Source: an optimization exercise on an open RTL-to-GDS flow (aim: small area, a short achievable clock period and few clock cycles). Production flows keep margins and buffers that such runs may drop. Function was not checked in any run shown here: the RTL went through the layout flow alone.

==> flow/design.v, too long to show whole: its modules and the start of the top module <==
// module produto_escalar: 1941 lines
// module produto_escalar_ha: 7 lines
// module produto_escalar_fa: 7 lines
module produto_escalar (
    input  logic         clk_i,
    input  logic         rst_i,
    input  logic         iniciar,
    input  logic [31:0]  a0, a1, a2, a3, a4, a5, a6, a7,
    input  logic [31:0]  b0, b1, b2, b3, b4, b5, b6, b7,
    output logic [63:0]  resultado,
    output logic         concluido
);
  // ...
==> flow/flow/run.sh <==
#!/bin/bash
set -e
echo 'export BUFFER_PORTS_ARGS = -buffer_cell sky130_fd_sc_hd__buf_1' >> config.mk
bash standard.sh SETUP_SLACK_MARGIN=7.5 finish > standard.log 2>&1
==> flow/standard.sh <==
#!/bin/bash
# synth_recipe.tcl (not shown) runs the flow's synth.tcl, then flattens the netlist and writes it again
# the make line also repeats each setting of config.mk as NAME=value (left out here)
make -C /OpenROAD-flow-scripts/flow DESIGN_CONFIG=/design/flow/config.mk WORK_HOME=/design/flow/orfs CLKGATE_MAP_FILE= SYNTH_SCRIPT=/design/flow/synth_recipe.tcl "${@:-finish}"
==> flow/config.mk <==
export PLATFORM = sky130hd
export DESIGN_NAME = produto_escalar
export DESIGN_NICKNAME = produto_escalar
export VERILOG_FILES = /design/flow/design.v
export SDC_FILE = /design/flow/constraint.sdc
export NUM_CORES = 4
export LEC_CHECK = 0
export CAP_MARGIN = 20
export CORE_MARGIN = 2
export CORE_UTILIZATION = 40
export SLEW_MARGIN = 20
export SYNTH_HIERARCHICAL = 1
export SYNTH_MINIMUM_KEEP_SIZE = 0
export BUFFER_PORTS_ARGS = -buffer_cell sky130_fd_sc_hd__buf_1
==> flow/constraint.sdc <==
create_clock -name core_clock -period 11.5 [get_ports {clk_i}]
set_input_delay 2.3000 -clock core_clock [delete_from_list [all_inputs] [get_ports {clk_i}]]
set_output_delay 2.3000 -clock core_clock [all_outputs]
set_load 0.01 [all_outputs]
==> summary.txt, run 1 <==
* Routed WL per cell at 27.0 um
* Hold Path Class: register to register
* Slew Limit Fails at 0
* Most common cell after layout, fill and taps aside: nand2_1
* Via density per instance at 5.68
* HPWL Detailed at 105000 um
* Final hold violations at 0
* Commonest cells post-synth: nand2_1 (1035), fa_1 (494), o21ai_0 (487)
* EDFF count, synth at 0
* Largest registers: resultado (64), prod0 (62), prod1 (61)
* Crit-path max cell delay at around 550 ps
* # placed instances at 5562
* Clock skew at 22.0 ps
* Met1 Use GR at 40.5%
* Worst hold start: fase[8]$_SDFF_PP0_
* Sequential cell count at between 300 and 400
* RSZ-0062 raised after global routing: yes
* Ys Warns at 7
* Final ANT Viol Nets at 0
* DRC at 0
* #MultiIn Comb at around 3400
* Final Cycle Share at 37.3%
* Final setup fails at 0
* I/O pin total at 580
* Hold buffers post-CTS at 0
* FF-to-FF setup slack at 7220 ps
* Primary FF master, synth: dfxtp_1
* Crit-path slowest cell: fa_1
* Initial DRC Count at 3652
* Post-synthesis mux area share at 0%
* Outcome: no timing/DRC/antenna violations
* Skew-Pair Late Insertion Delay at 600 ps
* Vias in the first global route at 32600
==> inputs of run 2 (changes only) <==
--- a/flow/design.v
+++ b/flow/design.v
@@ -1671,275 +1671,275 @@
   wire gk1_57 = g0[57] | (p0[57] & g0[56]);
   wire pk1_57 = p0[57] & p0[56];
   wire gk1_59 = g0[59] | (p0[59] & g0[58]);
   wire pk1_59 = p0[59] & p0[58];
   wire gk1_61 = g0[61] | (p0[61] & g0[60]);
   wire pk1_61 = p0[61] & p0[60];
   wire gk1_63 = g0[63] | (p0[63] & g0[62]);
   wire pk1_63 = p0[63] & p0[62];
-  wire gk2_2 = g0[2] | (p0[2] & gk1_1);
-  wire gk2_3 = gk1_3 | (pk1_3 & gk1_1);
-  wire gk2_6 = g0[6] | (p0[6] & gk1_5);
-  wire pk2_6 = p0[6] & pk1_5;
-  wire gk2_7 = gk1_7 | (pk1_7 & gk1_5);
-  wire pk2_7 = pk1_7 & pk1_5;
-  wire gk2_10 = g0[10] | (p0[10] & gk1_9);
-  wire pk2_10 = p0[10] & pk1_9;
-  wire gk2_11 = gk1_11 | (pk1_11 & gk1_9);
-  wire pk2_11 = pk1_11 & pk1_9;
-  wire gk2_14 = g0[14] | (p0[14] & gk1_13);
-  wire pk2_14 = p0[14] & pk1_13;
-  wire gk2_15 = gk1_15 | (pk1_15 & gk1_13);
-  wire pk2_15 = pk1_15 & pk1_13;
-  wire gk2_18 = g0[18] | (p0[18] & gk1_17);
-  wire pk2_18 = p0[18] & pk1_17;
-  wire gk2_19 = gk1_19 | (pk1_19 & gk1_17);
-  wire pk2_19 = pk1_19 & pk1_17;
-  wire gk2_22 = g0[22] | (p0[22] & gk1_21);
-  wire pk2_22 = p0[22] & pk1_21;
-  wire gk2_23 = gk1_23 | (pk1_23 & gk1_21);
-  wire pk2_23 = pk1_23 & pk1_21;
-  wire gk2_26 = g0[26] | (p0[26] & gk1_25);
-  wire pk2_26 = p0[26] & pk1_25;
-  wire gk2_27 = gk1_27 | (pk1_27 & gk1_25);
-  wire pk2_27 = pk1_27 & pk1_25;
-  wire gk2_30 = g0[30] | (p0[30] & gk1_29);
-  wire pk2_30 = p0[30] & pk1_29;
-  wire gk2_31 = gk1_31 | (pk1_31 & gk1_29);
-  wire pk2_31 = pk1_31 & pk1_29;
-  wire gk2_34 = g0[34] | (p0[34] & gk1_33);
-  wire pk2_34 = p0[34] & pk1_33;
-  wire gk2_35 = gk1_35 | (pk1_35 & gk1_33);
-  wire pk2_35 = pk1_35 & pk1_33;
-  wire gk2_38 = g0[38] | (p0[38] & gk1_37);
-  wire pk2_38 = p0[38] & pk1_37;
-  wire gk2_39 = gk1_39 | (pk1_39 & gk1_37);
-  wire pk2_39 = pk1_39 & pk1_37;
-  wire gk2_42 = g0[42] | (p0[42] & gk1_41);
-  wire pk2_42 = p0[42] & pk1_41;
-  wire gk2_43 = gk1_43 | (pk1_43 & gk1_41);
-  wire pk2_43 = pk1_43 & pk1_41;
-  wire gk2_46 = g0[46] | (p0[46] & gk1_45);
-  wire pk2_46 = p0[46] & pk1_45;
-  wire gk2_47 = gk1_47 | (pk1_47 & gk1_45);
-  wire pk2_47 = pk1_47 & pk1_45;
-  wire gk2_50 = g0[50] | (p0[50] & gk1_49);
-  wire pk2_50 = p0[50] & pk1_49;
-  wire gk2_51 = gk1_51 | (pk1_51 & gk1_49);
-  wire pk2_51 = pk1_51 & pk1_49;
-  wire gk2_54 = g0[54] | (p0[54] & gk1_53);
-  wire pk2_54 = p0[54] & pk1_53;
-  wire gk2_55 = gk1_55 | (pk1_55 & gk1_53);
-  wire pk2_55 = pk1_55 & pk1_53;
-  wire gk2_58 = g0[58] | (p0[58] & gk1_57);
-  wire pk2_58 = p0[58] & pk1_57;
-  wire gk2_59 = gk1_59 | (pk1_59 & gk1_57);
-  wire pk2_59 = pk1_59 & pk1_57;
-  wire gk2_62 = g0[62] | (p0[62] & gk1_61);
-  wire pk2_62 = p0[62] & pk1_61;
   wire gk2_63 = gk1_63 | (pk1_63 & gk1_61);
   wire pk2_63 = pk1_63 & pk1_61;
-  wire gk3_4 = g0[4] | (p0[4] & gk2_3);
-  wire gk3_5 = gk1_5 | (pk1_5 & gk2_3);
-  wire gk3_6 = gk2_6 | (pk2_6 & gk2_3);
-  wire gk3_7 = gk2_7 | (pk2_7 & gk2_3);
-  wire gk3_12 = g0[12] | (p0[12] & gk2_11);
-  wire pk3_12 = p0[12] & pk2_11;
-  wire gk3_13 = gk1_13 | (pk1_13 & gk2_11);
-  wire pk3_13 = pk1_13 & pk2_11;
-  wire gk3_14 = gk2_14 | (pk2_14 & gk2_11);
-  wire pk3_14 = pk2_14 & pk2_11;
-  wire gk3_15 = gk2_15 | (pk2_15 & gk2_11);
-  wire pk3_15 = pk2_15 & pk2_11;
-  wire gk3_20 = g0[20] | (p0[20] & gk2_19);
-  wire pk3_20 = p0[20] & pk2_19;
-  wire gk3_21 = gk1_21 | (pk1_21 & gk2_19);
-  wire pk3_21 = pk1_21 & pk2_19;
-  wire gk3_22 = gk2_22 | (pk2_22 & gk2_19);
-  wire pk3_22 = pk2_22 & pk2_19;
-  wire gk3_23 = gk2_23 | (pk2_23 & gk2_19);
-  wire pk3_23 = pk2_23 & pk2_19;
-  wire gk3_28 = g0[28] | (p0[28] & gk2_27);
-  wire pk3_28 = p0[28] & pk2_27;
-  wire gk3_29 = gk1_29 | (pk1_29 & gk2_27);
-  wire pk3_29 = pk1_29 & pk2_27;
-  wire gk3_30 = gk2_30 | (pk2_30 & gk2_27);
-  wire pk3_30 = pk2_30 & pk2_27;
-  wire gk3_31 = gk2_31 | (pk2_31 & gk2_27);
-  wire pk3_31 = pk2_31 & pk2_27;
-  wire gk3_36 = g0[36] | (p0[36] & gk2_35);
-  wire pk3_36 = p0[36] & pk2_35;
-  wire gk3_37 = gk1_37 | (pk1_37 & gk2_35);
-  wire pk3_37 = pk1_37 & pk2_35;
-  wire gk3_38 = gk2_38 | (pk2_38 & gk2_35);
-  wire pk3_38 = pk2_38 & pk2_35;
-  wire gk3_39 = gk2_39 | (pk2_39 & gk2_35);
-  wire pk3_39 = pk2_39 & pk2_35;
-  wire gk3_44 = g0[44] | (p0[44] & gk2_43);
-  wire pk3_44 = p0[44] & pk2_43;
-  wire gk3_45 = gk1_45 | (pk1_45 & gk2_43);
-  wire pk3_45 = pk1_45 & pk2_43;
-  wire gk3_46 = gk2_46 | (pk2_46 & gk2_43);
-  wire pk3_46 = pk2_46 & pk2_43;
-  wire gk3_47 = gk2_47 | (pk2_47 & gk2_43);
-  wire pk3_47 = pk2_47 & pk2_43;
-  wire gk3_52 = g0[52] | (p0[52] & gk2_51);
-  wire pk3_52 = p0[52] & pk2_51;
-  wire gk3_53 = gk1_53 | (pk1_53 & gk2_51);
-  wire pk3_53 = pk1_53 & pk2_51;
-  wire gk3_54 = gk2_54 | (pk2_54 & gk2_51);
-  wire pk3_54 = pk2_54 & pk2_51;
-  wire gk3_55 = gk2_55 | (pk2_55 & gk2_51);
-  wire pk3_55 = pk2_55 & pk2_51;
-  wire gk3_60 = g0[60] | (p0[60] & gk2_59);
-  wire pk3_60 = p0[60] & pk2_59;
-  wire gk3_61 = gk1_61 | (pk1_61 & gk2_59);
-  wire pk3_61 = pk1_61 & pk2_59;
-  wire gk3_62 = gk2_62 | (pk2_62 & gk2_59);
-  wire pk3_62 = pk2_62 & pk2_59;
+  wire gk2_61 = gk1_61 | (pk1_61 & gk1_59);
+  wire pk2_61 = pk1_61 & pk1_59;
+  wire gk2_59 = gk1_59 | (pk1_59 & gk1_57);
+  wire pk2_59 = pk1_59 & pk1_57;
+  wire gk2_57 = gk1_57 | (pk1_57 & gk1_55);
+  wire pk2_57 = pk1_57 & pk1_55;
+  wire gk2_55 = gk1_55 | (pk1_55 & gk1_53);
+  wire pk2_55 = pk1_55 & pk1_53;
+  wire gk2_53 = gk1_53 | (pk1_53 & gk1_51);
+  wire pk2_53 = pk1_53 & pk1_51;
+  wire gk2_51 = gk1_51 | (pk1_51 & gk1_49);
+  wire pk2_51 = pk1_51 & pk1_49;
+  wire gk2_49 = gk1_49 | (pk1_49 & gk1_47);
+  wire pk2_49 = pk1_49 & pk1_47;
+  wire gk2_47 = gk1_47 | (pk1_47 & gk1_45);
+  wire pk2_47 = pk1_47 & pk1_45;
+  wire gk2_45 = gk1_45 | (pk1_45 & gk1_43);
+  wire pk2_45 = pk1_45 & pk1_43;
+  wire gk2_43 = gk1_43 | (pk1_43 & gk1_41);
+  wire pk2_43 = pk1_43 & pk1_41;
+  wire gk2_41 = gk1_41 | (pk1_41 & gk1_39);
+  wire pk2_41 = pk1_41 & pk1_39;
+  wire gk2_39 = gk1_39 | (pk1_39 & gk1_37);
+  wire pk2_39 = pk1_39 & pk1_37;
+  wire gk2_37 = gk1_37 | (pk1_37 & gk1_35);
+  wire pk2_37 = pk1_37 & pk1_35;
+  wire gk2_35 = gk1_35 | (pk1_35 & gk1_33);
+  wire pk2_35 = pk1_35 & pk1_33;
+  wire gk2_33 = gk1_33 | (pk1_33 & gk1_31);
+  wire pk2_33 = pk1_33 & pk1_31;
+  wire gk2_31 = gk1_31 | (pk1_31 & gk1_29);
+  wire pk2_31 = pk1_31 & pk1_29;
+  wire gk2_29 = gk1_29 | (pk1_29 & gk1_27);
+  wire pk2_29 = pk1_29 & pk1_27;
+  wire gk2_27 = gk1_27 | (pk1_27 & gk1_25);
+  wire pk2_27 = pk1_27 & pk1_25;
+  wire gk2_25 = gk1_25 | (pk1_25 & gk1_23);
+  wire pk2_25 = pk1_25 & pk1_23;
+  wire gk2_23 = gk1_23 | (pk1_23 & gk1_21);
+  wire pk2_23 = pk1_23 & pk1_21;
+  wire gk2_21 = gk1_21 | (pk1_21 & gk1_19);
+  wire pk2_21 = pk1_21 & pk1_19;
+  wire gk2_19 = gk1_19 | (pk1_19 & gk1_17);
+  wire pk2_19 = pk1_19 & pk1_17;
+  wire gk2_17 = gk1_17 | (pk1_17 & gk1_15);
+  wire pk2_17 = pk1_17 & pk1_15;
+  wire gk2_15 = gk1_15 | (pk1_15 & gk1_13);
+  wire pk2_15 = pk1_15 & pk1_13;
+  wire gk2_13 = gk1_13 | (pk1_13 & gk1_11);
+  wire pk2_13 = pk1_13 & pk1_11;
+  wire gk2_11 = gk1_11 | (pk1_11 & gk1_9);
+  wire pk2_11 = pk1_11 & pk1_9;
+  wire gk2_9 = gk1_9 | (pk1_9 & gk1_7);
+  wire pk2_9 = pk1_9 & pk1_7;
+  wire gk2_7 = gk1_7 | (pk1_7 & gk1_5);
+  wire pk2_7 = pk1_7 & pk1_5;
+  wire gk2_5 = gk1_5 | (pk1_5 & gk1_3);
+  wire pk2_5 = pk1_5 & pk1_3;
+  wire gk2_3 = gk1_3 | (pk1_3 & gk1_1);
   wire gk3_63 = gk2_63 | (pk2_63 & gk2_59);
   wire pk3_63 = pk2_63 & pk2_59;
-  wire gk4_8 = g0[8] | (p0[8] & gk3_7);
-  wire gk4_9 = gk1_9 | (pk1_9 & gk3_7);
-  wire gk4_10 = gk2_10 | (pk2_10 & gk3_7);
-  wire gk4_11 = gk2_11 | (pk2_11 & gk3_7);
-  wire gk4_12 = gk3_12 | (pk3_12 & gk3_7);
-  wire gk4_13 = gk3_13 | (pk3_13 & gk3_7);
-  wire gk4_14 = gk3_14 | (pk3_14 & gk3_7);
-  wire gk4_15 = gk3_15 | (pk3_15 & gk3_7);
-  wire gk4_24 = g0[24] | (p0[24] & gk3_23);
-  wire pk4_24 = p0[24] & pk3_23;
-  wire gk4_25 = gk1_25 | (pk1_25 & gk3_23);
-  wire pk4_25 = pk1_25 & pk3_23;
-  wire gk4_26 = gk2_26 | (pk2_26 & gk3_23);
-  wire pk4_26 = pk2_26 & pk3_23;
-  wire gk4_27 = gk2_27 | (pk2_27 & gk3_23);
-  wire pk4_27 = pk2_27 & pk3_23;
-  wire gk4_28 = gk3_28 | (pk3_28 & gk3_23);
-  wire pk4_28 = pk3_28 & pk3_23;
-  wire gk4_29 = gk3_29 | (pk3_29 & gk3_23);
-  wire pk4_29 = pk3_29 & pk3_23;
-  wire gk4_30 = gk3_30 | (pk3_30 & gk3_23);
-  wire pk4_30 = pk3_30 & pk3_23;
-  wire gk4_31 = gk3_31 | (pk3_31 & gk3_23);
-  wire pk4_31 = pk3_31 & pk3_23;
-  wire gk4_40 = g0[40] | (p0[40] & gk3_39);
-  wire pk4_40 = p0[40] & pk3_39;
-  wire gk4_41 = gk1_41 | (pk1_41 & gk3_39);
-  wire pk4_41 = pk1_41 & pk3_39;
-  wire gk4_42 = gk2_42 | (pk2_42 & gk3_39);
-  wire pk4_42 = pk2_42 & pk3_39;
-  wire gk4_43 = gk2_43 | (pk2_43 & gk3_39);
-  wire pk4_43 = pk2_43 & pk3_39;
-  wire gk4_44 = gk3_44 | (pk3_44 & gk3_39);
-  wire pk4_44 = pk3_44 & pk3_39;
-  wire gk4_45 = gk3_45 | (pk3_45 & gk3_39);
-  wire pk4_45 = pk3_45 & pk3_39;
-  wire gk4_46 = gk3_46 | (pk3_46 & gk3_39);
-  wire pk4_46 = pk3_46 & pk3_39;
-  wire gk4_47 = gk3_47 | (pk3_47 & gk3_39);
-  wire pk4_47 = pk3_47 & pk3_39;
-  wire gk4_56 = g0[56] | (p0[56] & gk3_55);
-  wire pk4_56 = p0[56] & pk3_55;
-  wire gk4_57 = gk1_57 | (pk1_57 & gk3_55);
-  wire pk4_57 = pk1_57 & pk3_55;
-  wire gk4_58 = gk2_58 | (pk2_58 & gk3_55);
-  wire pk4_58 = pk2_58 & pk3_55;
-  wire gk4_59 = gk2_59 | (pk2_59 & gk3_55);
-  wire pk4_59 = pk2_59 & pk3_55;
-  wire gk4_60 = gk3_60 | (pk3_60 & gk3_55);
-  wire pk4_60 = pk3_60 & pk3_55;
-  wire gk4_61 = gk3_61 | (pk3_61 & gk3_55);
-  wire pk4_61 = pk3_61 & pk3_55;
-  wire gk4_62 = gk3_62 | (pk3_62 & gk3_55);
-  wire pk4_62 = pk3_62 & pk3_55;
+  wire gk3_61 = gk2_61 | (pk2_61 & gk2_57);
+  wire pk3_61 = pk2_61 & pk2_57;
+  wire gk3_59 = gk2_59 | (pk2_59 & gk2_55);
+  wire pk3_59 = pk2_59 & pk2_55;
+  wire gk3_57 = gk2_57 | (pk2_57 & gk2_53);
+  wire pk3_57 = pk2_57 & pk2_53;
+  wire gk3_55 = gk2_55 | (pk2_55 & gk2_51);
+  wire pk3_55 = pk2_55 & pk2_51;
+  wire gk3_53 = gk2_53 | (pk2_53 & gk2_49);
+  wire pk3_53 = pk2_53 & pk2_49;
+  wire gk3_51 = gk2_51 | (pk2_51 & gk2_47);
+  wire pk3_51 = pk2_51 & pk2_47;
+  wire gk3_49 = gk2_49 | (pk2_49 & gk2_45);
+  wire pk3_49 = pk2_49 & pk2_45;
+  wire gk3_47 = gk2_47 | (pk2_47 & gk2_43);
+  wire pk3_47 = pk2_47 & pk2_43;
+  wire gk3_45 = gk2_45 | (pk2_45 & gk2_41);
+  wire pk3_45 = pk2_45 & pk2_41;
+  wire gk3_43 = gk2_43 | (pk2_43 & gk2_39);
+  wire pk3_43 = pk2_43 & pk2_39;
+  wire gk3_41 = gk2_41 | (pk2_41 & gk2_37);
+  wire pk3_41 = pk2_41 & pk2_37;
+  wire gk3_39 = gk2_39 | (pk2_39 & gk2_35);
+  wire pk3_39 = pk2_39 & pk2_35;
+  wire gk3_37 = gk2_37 | (pk2_37 & gk2_33);
+  wire pk3_37 = pk2_37 & pk2_33;
+  wire gk3_35 = gk2_35 | (pk2_35 & gk2_31);
+  wire pk3_35 = pk2_35 & pk2_31;
+  wire gk3_33 = gk2_33 | (pk2_33 & gk2_29);
+  wire pk3_33 = pk2_33 & pk2_29;
+  wire gk3_31 = gk2_31 | (pk2_31 & gk2_27);
+  wire pk3_31 = pk2_31 & pk2_27;
+  wire gk3_29 = gk2_29 | (pk2_29 & gk2_25);
+  wire pk3_29 = pk2_29 & pk2_25;
+  wire gk3_27 = gk2_27 | (pk2_27 & gk2_23);
+  wire pk3_27 = pk2_27 & pk2_23;
+  wire gk3_25 = gk2_25 | (pk2_25 & gk2_21);
+  wire pk3_25 = pk2_25 & pk2_21;
+  wire gk3_23 = gk2_23 | (pk2_23 & gk2_19);
+  wire pk3_23 = pk2_23 & pk2_19;
+  wire gk3_21 = gk2_21 | (pk2_21 & gk2_17);
+  wire pk3_21 = pk2_21 & pk2_17;
+  wire gk3_19 = gk2_19 | (pk2_19 & gk2_15);
+  wire pk3_19 = pk2_19 & pk2_15;
+  wire gk3_17 = gk2_17 | (pk2_17 & gk2_13);
+  wire pk3_17 = pk2_17 & pk2_13;
+  wire gk3_15 = gk2_15 | (pk2_15 & gk2_11);
+  wire pk3_15 = pk2_15 & pk2_11;
+  wire gk3_13 = gk2_13 | (pk2_13 & gk2_9);
+  wire pk3_13 = pk2_13 & pk2_9;
+  wire gk3_11 = gk2_11 | (pk2_11 & gk2_7);
+  wire pk3_11 = pk2_11 & pk2_7;
+  wire gk3_9 = gk2_9 | (pk2_9 & gk2_5);
+  wire pk3_9 = pk2_9 & pk2_5;
+  wire gk3_7 = gk2_7 | (pk2_7 & gk2_3);
+  wire gk3_5 = gk2_5 | (pk2_5 & gk1_1);
   wire gk4_63 = gk3_63 | (pk3_63 & gk3_55);
   wire pk4_63 = pk3_63 & pk3_55;
-  wire gk5_16 = g0[16] | (p0[16] & gk4_15);
-  wire gk5_17 = gk1_17 | (pk1_17 & gk4_15);
-  wire gk5_18 = gk2_18 | (pk2_18 & gk4_15);
-  wire gk5_19 = gk2_19 | (pk2_19 & gk4_15);
-  wire gk5_20 = gk3_20 | (pk3_20 & gk4_15);
-  wire gk5_21 = gk3_21 | (pk3_21 & gk4_15);
-  wire gk5_22 = gk3_22 | (pk3_22 & gk4_15);
-  wire gk5_23 = gk3_23 | (pk3_23 & gk4_15);
-  wire gk5_24 = gk4_24 | (pk4_24 & gk4_15);
-  wire gk5_25 = gk4_25 | (pk4_25 & gk4_15);
-  wire gk5_26 = gk4_26 | (pk4_26 & gk4_15);
-  wire gk5_27 = gk4_27 | (pk4_27 & gk4_15);
-  wire gk5_28 = gk4_28 | (pk4_28 & gk4_15);
-  wire gk5_29 = gk4_29 | (pk4_29 & gk4_15);
-  wire gk5_30 = gk4_30 | (pk4_30 & gk4_15);
-  wire gk5_31 = gk4_31 | (pk4_31 & gk4_15);
-  wire gk5_48 = g0[48] | (p0[48] & gk4_47);
-  wire pk5_48 = p0[48] & pk4_47;
-  wire gk5_49 = gk1_49 | (pk1_49 & gk4_47);
-  wire pk5_49 = pk1_49 & pk4_47;
-  wire gk5_50 = gk2_50 | (pk2_50 & gk4_47);
-  wire pk5_50 = pk2_50 & pk4_47;
-  wire gk5_51 = gk2_51 | (pk2_51 & gk4_47);
-  wire pk5_51 = pk2_51 & pk4_47;
-  wire gk5_52 = gk3_52 | (pk3_52 & gk4_47);
-  wire pk5_52 = pk3_52 & pk4_47;
-  wire gk5_53 = gk3_53 | (pk3_53 & gk4_47);
-  wire pk5_53 = pk3_53 & pk4_47;
-  wire gk5_54 = gk3_54 | (pk3_54 & gk4_47);
-  wire pk5_54 = pk3_54 & pk4_47;
-  wire gk5_55 = gk3_55 | (pk3_55 & gk4_47);
-  wire pk5_55 = pk3_55 & pk4_47;
-  wire gk5_56 = gk4_56 | (pk4_56 & gk4_47);
-  wire pk5_56 = pk4_56 & pk4_47;
-  wire gk5_57 = gk4_57 | (pk4_57 & gk4_47);
-  wire pk5_57 = pk4_57 & pk4_47;
-  wire gk5_58 = gk4_58 | (pk4_58 & gk4_47);
-  wire pk5_58 = pk4_58 & pk4_47;
-  wire gk5_59 = gk4_59 | (pk4_59 & gk4_47);
-  wire pk5_59 = pk4_59 & pk4_47;
-  wire gk5_60 = gk4_60 | (pk4_60 & gk4_47);
-  wire pk5_60 = pk4_60 & pk4_47;
-  wire gk5_61 = gk4_61 | (pk4_61 & gk4_47);
-  wire pk5_61 = pk4_61 & pk4_47;
-  wire gk5_62 = gk4_62 | (pk4_62 & gk4_47);
-  wire pk5_62 = pk4_62 & pk4_47;
+  wire gk4_61 = gk3_61 | (pk3_61 & gk3_53);
+  wire pk4_61 = pk3_61 & pk3_53;
+  wire gk4_59 = gk3_59 | (pk3_59 & gk3_51);
+  wire pk4_59 = pk3_59 & pk3_51;
+  wire gk4_57 = gk3_57 | (pk3_57 & gk3_49);
+  wire pk4_57 = pk3_57 & pk3_49;
+  wire gk4_55 = gk3_55 | (pk3_55 & gk3_47);
+  wire pk4_55 = pk3_55 & pk3_47;
+  wire gk4_53 = gk3_53 | (pk3_53 & gk3_45);
+  wire pk4_53 = pk3_53 & pk3_45;
+  wire gk4_51 = gk3_51 | (pk3_51 & gk3_43);
+  wire pk4_51 = pk3_51 & pk3_43;
+  wire gk4_49 = gk3_49 | (pk3_49 & gk3_41);
+  wire pk4_49 = pk3_49 & pk3_41;
+  wire gk4_47 = gk3_47 | (pk3_47 & gk3_39);
+  wire pk4_47 = pk3_47 & pk3_39;
+  wire gk4_45 = gk3_45 | (pk3_45 & gk3_37);
+  wire pk4_45 = pk3_45 & pk3_37;
+  wire gk4_43 = gk3_43 | (pk3_43 & gk3_35);
+  wire pk4_43 = pk3_43 & pk3_35;
+  wire gk4_41 = gk3_41 | (pk3_41 & gk3_33);
+  wire pk4_41 = pk3_41 & pk3_33;
+  wire gk4_39 = gk3_39 | (pk3_39 & gk3_31);
+  wire pk4_39 = pk3_39 & pk3_31;
+  wire gk4_37 = gk3_37 | (pk3_37 & gk3_29);
+  wire pk4_37 = pk3_37 & pk3_29;
+  wire gk4_35 = gk3_35 | (pk3_35 & gk3_27);
+  wire pk4_35 = pk3_35 & pk3_27;
+  wire gk4_33 = gk3_33 | (pk3_33 & gk3_25);
+  wire pk4_33 = pk3_33 & pk3_25;
+  wire gk4_31 = gk3_31 | (pk3_31 & gk3_23);
+  wire pk4_31 = pk3_31 & pk3_23;
+  wire gk4_29 = gk3_29 | (pk3_29 & gk3_21);
+  wire pk4_29 = pk3_29 & pk3_21;
+  wire gk4_27 = gk3_27 | (pk3_27 & gk3_19);
+  wire pk4_27 = pk3_27 & pk3_19;
+  wire gk4_25 = gk3_25 | (pk3_25 & gk3_17);
+  wire pk4_25 = pk3_25 & pk3_17;
+  wire gk4_23 = gk3_23 | (pk3_23 & gk3_15);
+  wire pk4_23 = pk3_23 & pk3_15;
+  wire gk4_21 = gk3_21 | (pk3_21 & gk3_13);
+  wire pk4_21 = pk3_21 & pk3_13;
+  wire gk4_19 = gk3_19 | (pk3_19 & gk3_11);
+  wire pk4_19 = pk3_19 & pk3_11;
+  wire gk4_17 = gk3_17 | (pk3_17 & gk3_9);
+  wire pk4_17 = pk3_17 & pk3_9;
+  wire gk4_15 = gk3_15 | (pk3_15 & gk3_7);
+  wire gk4_13 = gk3_13 | (pk3_13 & gk3_5);
+  wire gk4_11 = gk3_11 | (pk3_11 & gk2_3);
+  wire gk4_9 = gk3_9 | (pk3_9 & gk1_1);
   wire gk5_63 = gk4_63 | (pk4_63 & gk4_47);
   wire pk5_63 = pk4_63 & pk4_47;
-  wire gk6_32 = g0[32] | (p0[32] & gk5_31);
-  wire gk6_33 = gk1_33 | (pk1_33 & gk5_31);
-  wire gk6_34 = gk2_34 | (pk2_34 & gk5_31);
-  wire gk6_35 = gk2_35 | (pk2_35 & gk5_31);
-  wire gk6_36 = gk3_36 | (pk3_36 & gk5_31);
-  wire gk6_37 = gk3_37 | (pk3_37 & gk5_31);
-  wire gk6_38 = gk3_38 | (pk3_38 & gk5_31);
-  wire gk6_39 = gk3_39 | (pk3_39 & gk5_31);
-  wire gk6_40 = gk4_40 | (pk4_40 & gk5_31);
-  wire gk6_41 = gk4_41 | (pk4_41 & gk5_31);
-  wire gk6_42 = gk4_42 | (pk4_42 & gk5_31);
-  wire gk6_43 = gk4_43 | (pk4_43 & gk5_31);
-  wire gk6_44 = gk4_44 | (pk4_44 & gk5_31);
-  wire gk6_45 = gk4_45 | (pk4_45 & gk5_31);
-  wire gk6_46 = gk4_46 | (pk4_46 & gk5_31);
-  wire gk6_47 = gk4_47 | (pk4_47 & gk5_31);
-  wire gk6_48 = gk5_48 | (pk5_48 & gk5_31);
-  wire gk6_49 = gk5_49 | (pk5_49 & gk5_31);
-  wire gk6_50 = gk5_50 | (pk5_50 & gk5_31);
-  wire gk6_51 = gk5_51 | (pk5_51 & gk5_31);
-  wire gk6_52 = gk5_52 | (pk5_52 & gk5_31);
-  wire gk6_53 = gk5_53 | (pk5_53 & gk5_31);
-  wire gk6_54 = gk5_54 | (pk5_54 & gk5_31);
-  wire gk6_55 = gk5_55 | (pk5_55 & gk5_31);
-  wire gk6_56 = gk5_56 | (pk5_56 & gk5_31);
-  wire gk6_57 = gk5_57 | (pk5_57 & gk5_31);
-  wire gk6_58 = gk5_58 | (pk5_58 & gk5_31);
-  wire gk6_59 = gk5_59 | (pk5_59 & gk5_31);
-  wire gk6_60 = gk5_60 | (pk5_60 & gk5_31);
-  wire gk6_61 = gk5_61 | (pk5_61 & gk5_31);
-  wire gk6_62 = gk5_62 | (pk5_62 & gk5_31);
+  wire gk5_61 = gk4_61 | (pk4_61 & gk4_45);
+  wire pk5_61 = pk4_61 & pk4_45;
+  wire gk5_59 = gk4_59 | (pk4_59 & gk4_43);
+  wire pk5_59 = pk4_59 & pk4_43;
+  wire gk5_57 = gk4_57 | (pk4_57 & gk4_41);
+  wire pk5_57 = pk4_57 & pk4_41;
+  wire gk5_55 = gk4_55 | (pk4_55 & gk4_39);
+  wire pk5_55 = pk4_55 & pk4_39;
+  wire gk5_53 = gk4_53 | (pk4_53 & gk4_37);
+  wire pk5_53 = pk4_53 & pk4_37;
+  wire gk5_51 = gk4_51 | (pk4_51 & gk4_35);
+  wire pk5_51 = pk4_51 & pk4_35;
+  wire gk5_49 = gk4_49 | (pk4_49 & gk4_33);
+  wire pk5_49 = pk4_49 & pk4_33;
+  wire gk5_47 = gk4_47 | (pk4_47 & gk4_31);
+  wire pk5_47 = pk4_47 & pk4_31;
+  wire gk5_45 = gk4_45 | (pk4_45 & gk4_29);
+  wire pk5_45 = pk4_45 & pk4_29;
+  wire gk5_43 = gk4_43 | (pk4_43 & gk4_27);
+  wire pk5_43 = pk4_43 & pk4_27;
+  wire gk5_41 = gk4_41 | (pk4_41 & gk4_25);
+  wire pk5_41 = pk4_41 & pk4_25;
+  wire gk5_39 = gk4_39 | (pk4_39 & gk4_23);
+  wire pk5_39 = pk4_39 & pk4_23;
+  wire gk5_37 = gk4_37 | (pk4_37 & gk4_21);
+  wire pk5_37 = pk4_37 & pk4_21;
+  wire gk5_35 = gk4_35 | (pk4_35 & gk4_19);
+  wire pk5_35 = pk4_35 & pk4_19;
+  wire gk5_33 = gk4_33 | (pk4_33 & gk4_17);
+  wire pk5_33 = pk4_33 & pk4_17;
+  wire gk5_31 = gk4_31 | (pk4_31 & gk4_15);
+  wire gk5_29 = gk4_29 | (pk4_29 & gk4_13);
+  wire gk5_27 = gk4_27 | (pk4_27 & gk4_11);
+  wire gk5_25 = gk4_25 | (pk4_25 & gk4_9);
+  wire gk5_23 = gk4_23 | (pk4_23 & gk3_7);
+  wire gk5_21 = gk4_21 | (pk4_21 & gk3_5);
+  wire gk5_19 = gk4_19 | (pk4_19 & gk2_3);
+  wire gk5_17 = gk4_17 | (pk4_17 & gk1_1);
   wire gk6_63 = gk5_63 | (pk5_63 & gk5_31);
-  wire [63:0] cy = {gk6_63, gk6_62, gk6_61, gk6_60, gk6_59, gk6_58, gk6_57, gk6_56, gk6_55, gk6_54, gk6_53, gk6_52, gk6_51, gk6_50, gk6_49, gk6_48, gk6_47, gk6_46, gk6_45, gk6_44, gk6_43, gk6_42, gk6_41, gk6_40, gk6_39, gk6_38, gk6_37, gk6_36, gk6_35, gk6_34, gk6_33, gk6_32, gk5_31, gk5_30, gk5_29, gk5_28, gk5_27, gk5_26, gk5_25, gk5_24, gk5_23, gk5_22, gk5_21, gk5_20, gk5_19, gk5_18, gk5_17, gk5_16, gk4_15, gk4_14, gk4_13, gk4_12, gk4_11, gk4_10, gk4_9, gk4_8, gk3_7, gk3_6, gk3_5, gk3_4, gk2_3, gk2_2, gk1_1, g0[0]};
+  wire gk6_61 = gk5_61 | (pk5_61 & gk5_29);
+  wire gk6_59 = gk5_59 | (pk5_59 & gk5_27);
+  wire gk6_57 = gk5_57 | (pk5_57 & gk5_25);
+  wire gk6_55 = gk5_55 | (pk5_55 & gk5_23);
+  wire gk6_53 = gk5_53 | (pk5_53 & gk5_21);
+  wire gk6_51 = gk5_51 | (pk5_51 & gk5_19);
+  wire gk6_49 = gk5_49 | (pk5_49 & gk5_17);
+  wire gk6_47 = gk5_47 | (pk5_47 & gk4_15);
+  wire gk6_45 = gk5_45 | (pk5_45 & gk4_13);
+  wire gk6_43 = gk5_43 | (pk5_43 & gk4_11);
+  wire gk6_41 = gk5_41 | (pk5_41 & gk4_9);
+  wire gk6_39 = gk5_39 | (pk5_39 & gk3_7);
+  wire gk6_37 = gk5_37 | (pk5_37 & gk3_5);
+  wire gk6_35 = gk5_35 | (pk5_35 & gk2_3);
+  wire gk6_33 = gk5_33 | (pk5_33 & gk1_1);
+  wire gk7_2 = g0[2] | (p0[2] & gk1_1);
+  wire gk7_4 = g0[4] | (p0[4] & gk2_3);
+  wire gk7_6 = g0[6] | (p0[6] & gk3_5);
+  wire gk7_8 = g0[8] | (p0[8] & gk3_7);
+  wire gk7_10 = g0[10] | (p0[10] & gk4_9);
+  wire gk7_12 = g0[12] | (p0[12] & gk4_11);
+  wire gk7_14 = g0[14] | (p0[14] & gk4_13);
+  wire gk7_16 = g0[16] | (p0[16] & gk4_15);
+  wire gk7_18 = g0[18] | (p0[18] & gk5_17);
+  wire gk7_20 = g0[20] | (p0[20] & gk5_19);
+  wire gk7_22 = g0[22] | (p0[22] & gk5_21);
+  wire gk7_24 = g0[24] | (p0[24] & gk5_23);
+  wire gk7_26 = g0[26] | (p0[26] & gk5_25);
+  wire gk7_28 = g0[28] | (p0[28] & gk5_27);
+  wire gk7_30 = g0[30] | (p0[30] & gk5_29);
+  wire gk7_32 = g0[32] | (p0[32] & gk5_31);
+  wire gk7_34 = g0[34] | (p0[34] & gk6_33);
+  wire gk7_36 = g0[36] | (p0[36] & gk6_35);
+  wire gk7_38 = g0[38] | (p0[38] & gk6_37);
+  wire gk7_40 = g0[40] | (p0[40] & gk6_39);
+  wire gk7_42 = g0[42] | (p0[42] & gk6_41);
+  wire gk7_44 = g0[44] | (p0[44] & gk6_43);
+  wire gk7_46 = g0[46] | (p0[46] & gk6_45);
+  wire gk7_48 = g0[48] | (p0[48] & gk6_47);
+  wire gk7_50 = g0[50] | (p0[50] & gk6_49);
+  wire gk7_52 = g0[52] | (p0[52] & gk6_51);
+  wire gk7_54 = g0[54] | (p0[54] & gk6_53);
+  wire gk7_56 = g0[56] | (p0[56] & gk6_55);
+  wire gk7_58 = g0[58] | (p0[58] & gk6_57);
+  wire gk7_60 = g0[60] | (p0[60] & gk6_59);
+  wire gk7_62 = g0[62] | (p0[62] & gk6_61);
+  wire [63:0] cy = {gk6_63, gk7_62, gk6_61, gk7_60, gk6_59, gk7_58, gk6_57, gk7_56, gk6_55, gk7_54, gk6_53, gk7_52, gk6_51, gk7_50, gk6_49, gk7_48, gk6_47, gk7_46, gk6_45, gk7_44, gk6_43, gk7_42, gk6_41, gk7_40, gk6_39, gk7_38, gk6_37, gk7_36, gk6_35, gk7_34, gk6_33, gk7_32, gk5_31, gk7_30, gk5_29, gk7_28, gk5_27, gk7_26, gk5_25, gk7_24, gk5_23, gk7_22, gk5_21, gk7_20, gk5_19, gk7_18, gk5_17, gk7_16, gk4_15, gk7_14, gk4_13, gk7_12, gk4_11, gk7_10, gk4_9, gk7_8, gk3_7, gk7_6, gk3_5, gk7_4, gk2_3, gk7_2, gk1_1, g0[0]};
   always_ff @(posedge clk_i) begin
     resultado <= p0 ^ {cy[62:0], 1'b0};
   end
 endmodule
 module produto_escalar_ha (
     input  logic a, b,
     output logic s, co
 );
==> summary.txt, run 2 <==
* RSZ-0062 raised after global routing: yes
* Met3 WL at 16300 um
* Most numerous cell in the Yosys netlist: nand2_1
* Worst-path cell chain: buf_8, buf_16, buf_12, nor2b_4, fa_1, fa_1, ha_4, nand4_1, nor4_4, nand2_2, nor4_4, buf_6, a31oi_4, o21a_4, o311a_1, o21bai_2, ha_2, nor2_1, xnor2_1
* Largest registers: resultado (64), prod0 (62), prod1 (61)
* Commonest non-fill, non-tap cells in the layout: nand2_1 (1033), buf_1 (579), o21ai_0 (488), fa_1 (486), xor2_1 (457)
* Worst r2r path cells at 19
* Setup WS post-layout at 7160 ps
* CTS tree: done
* Met1 WL at 58000 um
* Die area at around 0.091 mm2
* Fin Hold WS at 473 ps
* CP Launch Type: register
* Maximum number of pins on one net before global-route repair at 65
* Clock Sinks at roughly 340
* I/O pin total at 580 (unchanged)
* Crit path max-delay family: adder cells
* Final Wtd Congestion at 1.02
* Final hold violations at 0 (unchanged)
* Core Area at 0.0884 mm2
* Worst slew pin tran at 1290 ps
* Ys Warns at 7 (unchanged)
* Hold Path Class: register to register
* Vias in the first global route at 31900 (-2.3%)
* Die Ht at between 300 and 400 um
* Seq/Total Area, Yosys at 18.9%
* Max clock buf depth at 3
* Final setup fails at 0 (unchanged)
* Grt total ovfl at 0
* Via density per instance at 5.61 (-1.3%)
* Most common cell after layout, fill and taps aside: nand2_1
* Synth cell types at 43
* Most area-consuming cells after synthesis: fa_1 (28%), dfxtp_1 (19%), xor2_1 (11%)
* Nets@finish at 5654
* Initial core utilization at 40.3%
* Worst Hold Path Cells at 1
* Primary FF master, synth: dfxtp_1
* Final period demand of the worst path at 4340 ps
* WHS Endpoint: fase[9]$_SDFF_PP0_
* PortBufs at 579
* Initial DRC Count at 3488 (-4.5%)
* DRC at 0 (unchanged)
* Initial antenna violation count at 14
* H-tree depth at 2
* Crit-path slowest cell: fa_1
* Slew Limit Fails at 0 (unchanged)
* CTS buffer count at just over 40
* Worst hold start: fase[8]$_SDFF_PP0_
* Clock Tree Root: clkbuf_16
* Final Cycle Share at 37.8% (+0.51 points)
* Syn avg cell area at 8.63 um2
* Reg clk slew, reported paths at 60 ps
* Via count at 32000
* Die Wd at slightly above 300 um
* Worst path arrival time at a little under 5000 ps
* Synth area leader: fa_1
* RR Startpoint: fase[2]$_SDFF_PP0_
* Area Overhead vs Synth at 16.2%
* Slew headroom at between 10% and 20%
* First-pass DRT Iterations at 13
* Share of layout cells above drive strength 1 at 8.48%
* Routed WL per cell at 27.0 um (+0.14%)
* Outcome: no timing/DRC/antenna violations
* Setup TNS at 0 ps
* First-pass GRT wire length at 221000 um
* Critical path depth in cells at 19
* Buf/Inv on CP at 4
* Synth Instances at approximately 4100
* FFs w/ async S/R, synth at 0%
* DP Worst Slack at 6160 ps
* Reg2reg end: resultado[63]$_DFF_P_
* WS Path Type: register to register
* Yosys reg bits at 336
* Clock skew at 35.5 ps (+13.4 ps)
* Skew-Pair Late Insertion Delay at 610 ps (about the same)
* HPWL Detailed at 107000 um (+1.8%)
* Aggregate global-route resource usage at 33.2%
* Detail Route met2 WL at approximately 66000 um
* Max layer used: met5
* Hold buffers post-CTS at 0 (unchanged)
* Crit end category: register
* Final ANT Viol Nets at 0 (unchanged)
* Synth top area share at 27.8%
* Critical path fanouts, max at 8
* EDFF count, synth at 0 (unchanged)
* Crit-path max cell delay at 510 ps (-40 ps)
* Fmax at 230 MHz
* CP required at 11990 ps
* Largest register by flop count: resultado
* Largest register FFs at between 60 and 70
* Final core occ at 46.9%
* Syn Std Cell Area at 0.0356 mm2
* Final WL at ~150000 um
* Commonest cells post-synth: nand2_1 (1035), o21ai_0 (500), fa_1 (494)
* Std-Cell Rows at approximately 110
* FF-to-FF setup slack at 7160 ps (-60 ps)
* MaxCap Viol Count at 0
run 2: changes by cell type after synthesis, moves of 4 or more:
cell      before  now
o21bai_1       1    6
and3_1         5    0
buf_1         42   38
ha_1         119  145
inv_1         31   36
xor2_1       474  457
a21oi_2        4    0
xnor2_1      139  133
o21ai_0      487  500
nand4_1       70   78
and2_1         7    3
nor2_1        71   86
a21o_1        15   26
run 2: worst reg2reg max path: stages, from the launching register on:
cell	delay, ps
dfxtp_4	360
buf_8	130
buf_16	150
buf_12	150
nor2b_4	120
fa_1	450
fa_1	510
ha_4	320
nand4_1	170
nor4_4	290
nand2_2	140
nor4_4	240
buf_6	160
a31oi_4	80
o21a_4	200
o311a_1	330
o21bai_2	120
ha_2	170
nor2_1	50
xnor2_1	110
run 2: per-layer routing:
metal  track usage [%]  vias up
li1                  -    14300
met1              41.3    15300
met2              50.1     2050
met3              8.26      402
met4              24.9        6
met5                 0        -
run 2: cell type report:
cell class                      count  area (um2)
Clock buffer                       48        1110
Fill cell                        8548       47000
Clock inverter                     25         338
Antenna cell                       14        35.0
Tap cell                         1165        1460
Timing Repair Buffer              704        3380
Sequential cell                   336        6820
Inverter                           36         135
Multi-Input combinational cell   3381       28100
run 2: worst max path at each step:
| stage | startpoint | end | slack, ps |
|---|---|---|---|
| after floorplan | fase[2]$_SDFF_PP0_ | resultado[63]$_DFF_P_ | 7500 |
| after global placement | fase[2]$_SDFF_PP0_ | resultado[57]$_DFF_P_ | 6170 |
| after detailed placement | fase[2]$_SDFF_PP0_ | resultado[57]$_DFF_P_ | 6160 |
| after CTS | fase[2]$_SDFF_PP0_ | resultado[63]$_DFF_P_ | 7220 |
| after global routing | fase[2]$_SDFF_PP0_ | resultado[63]$_DFF_P_ | 7030 |
| final | fase[2]$_SDFF_PP0_ | resultado[63]$_DFF_P_ | 7160 |
run 2: cells by family (layout without fill, tap and decap cells):
kind of cell             count (synthesis)  after routing  share of synthesized area (%)
flip-flops                             336            336                           18.9
XOR/XNOR                               590            590                           14.5
other                                    2             25                         0.0211
AND/OR/NAND/NOR                       1323           1323                           15.4
adder cells (fa/ha/maj)                639            639                           32.8
buffers and inverters                  422            813                           4.45
AO/OA/AOI/OAI                          818            818                           13.9
run 2: through the flow:
step                instance area, um2  std cells
finish                           41400       5709
global route                     41400       5700
CTS                              41000       5682
detailed placement               38700       5573
global placement                 38700       5573
floorplan                        35800       4139
run 2: per-module statistics from Yosys (local to each module, per instance):
module	flip-flops and latches	area, um2
produto_escalar_fa	0	20.0
produto_escalar	336	24500
produto_escalar_ha	0	12.5
run 2: timing repair:
item | CTS | global route
buffers inserted | 33 | 11
pin swaps | 40 | 24
endpoints found under the setup margin | 59 | 59
gates cloned | 3 | 0
resized for setup | 112 | 70

[what the ideal ports hide]
The flow's constraints put no driver on any port. The routed layouts listed below were extracted and timed again, unchanged, in two steps. Step 1 sets driving cells, clkbuf_16 on the clock port and buf_2 on the other inputs (assumed; they add their load-dependent delay and slew). Step 2, shift: input delay + t, output delay - t, t = (earliest + latest rising clock arrival at the registers) / 2. This alone moves slack from input paths to output paths. Slacks: no drivers / after step 1 / after step 2; pairs: no drivers / after step 1.
run	t (ns)	setup slack, ns	latest minus earliest clock arrival (ns)	worst slew at a driven data input, ns	cell pins on the clock port's net
run 1	0.653	7.216 / 7.216 / 7.216	0.022 / 0.022	0.22	1
run 2	0.649	7.157 / 7.157 / 7.042	0.035 / 0.036	0.16	1
After both steps setup and hold are still met in every run listed. For run 2, which loses most, drivers alone change the setup slack by 0.000 ns; drivers and shift together by -0.115 ns.
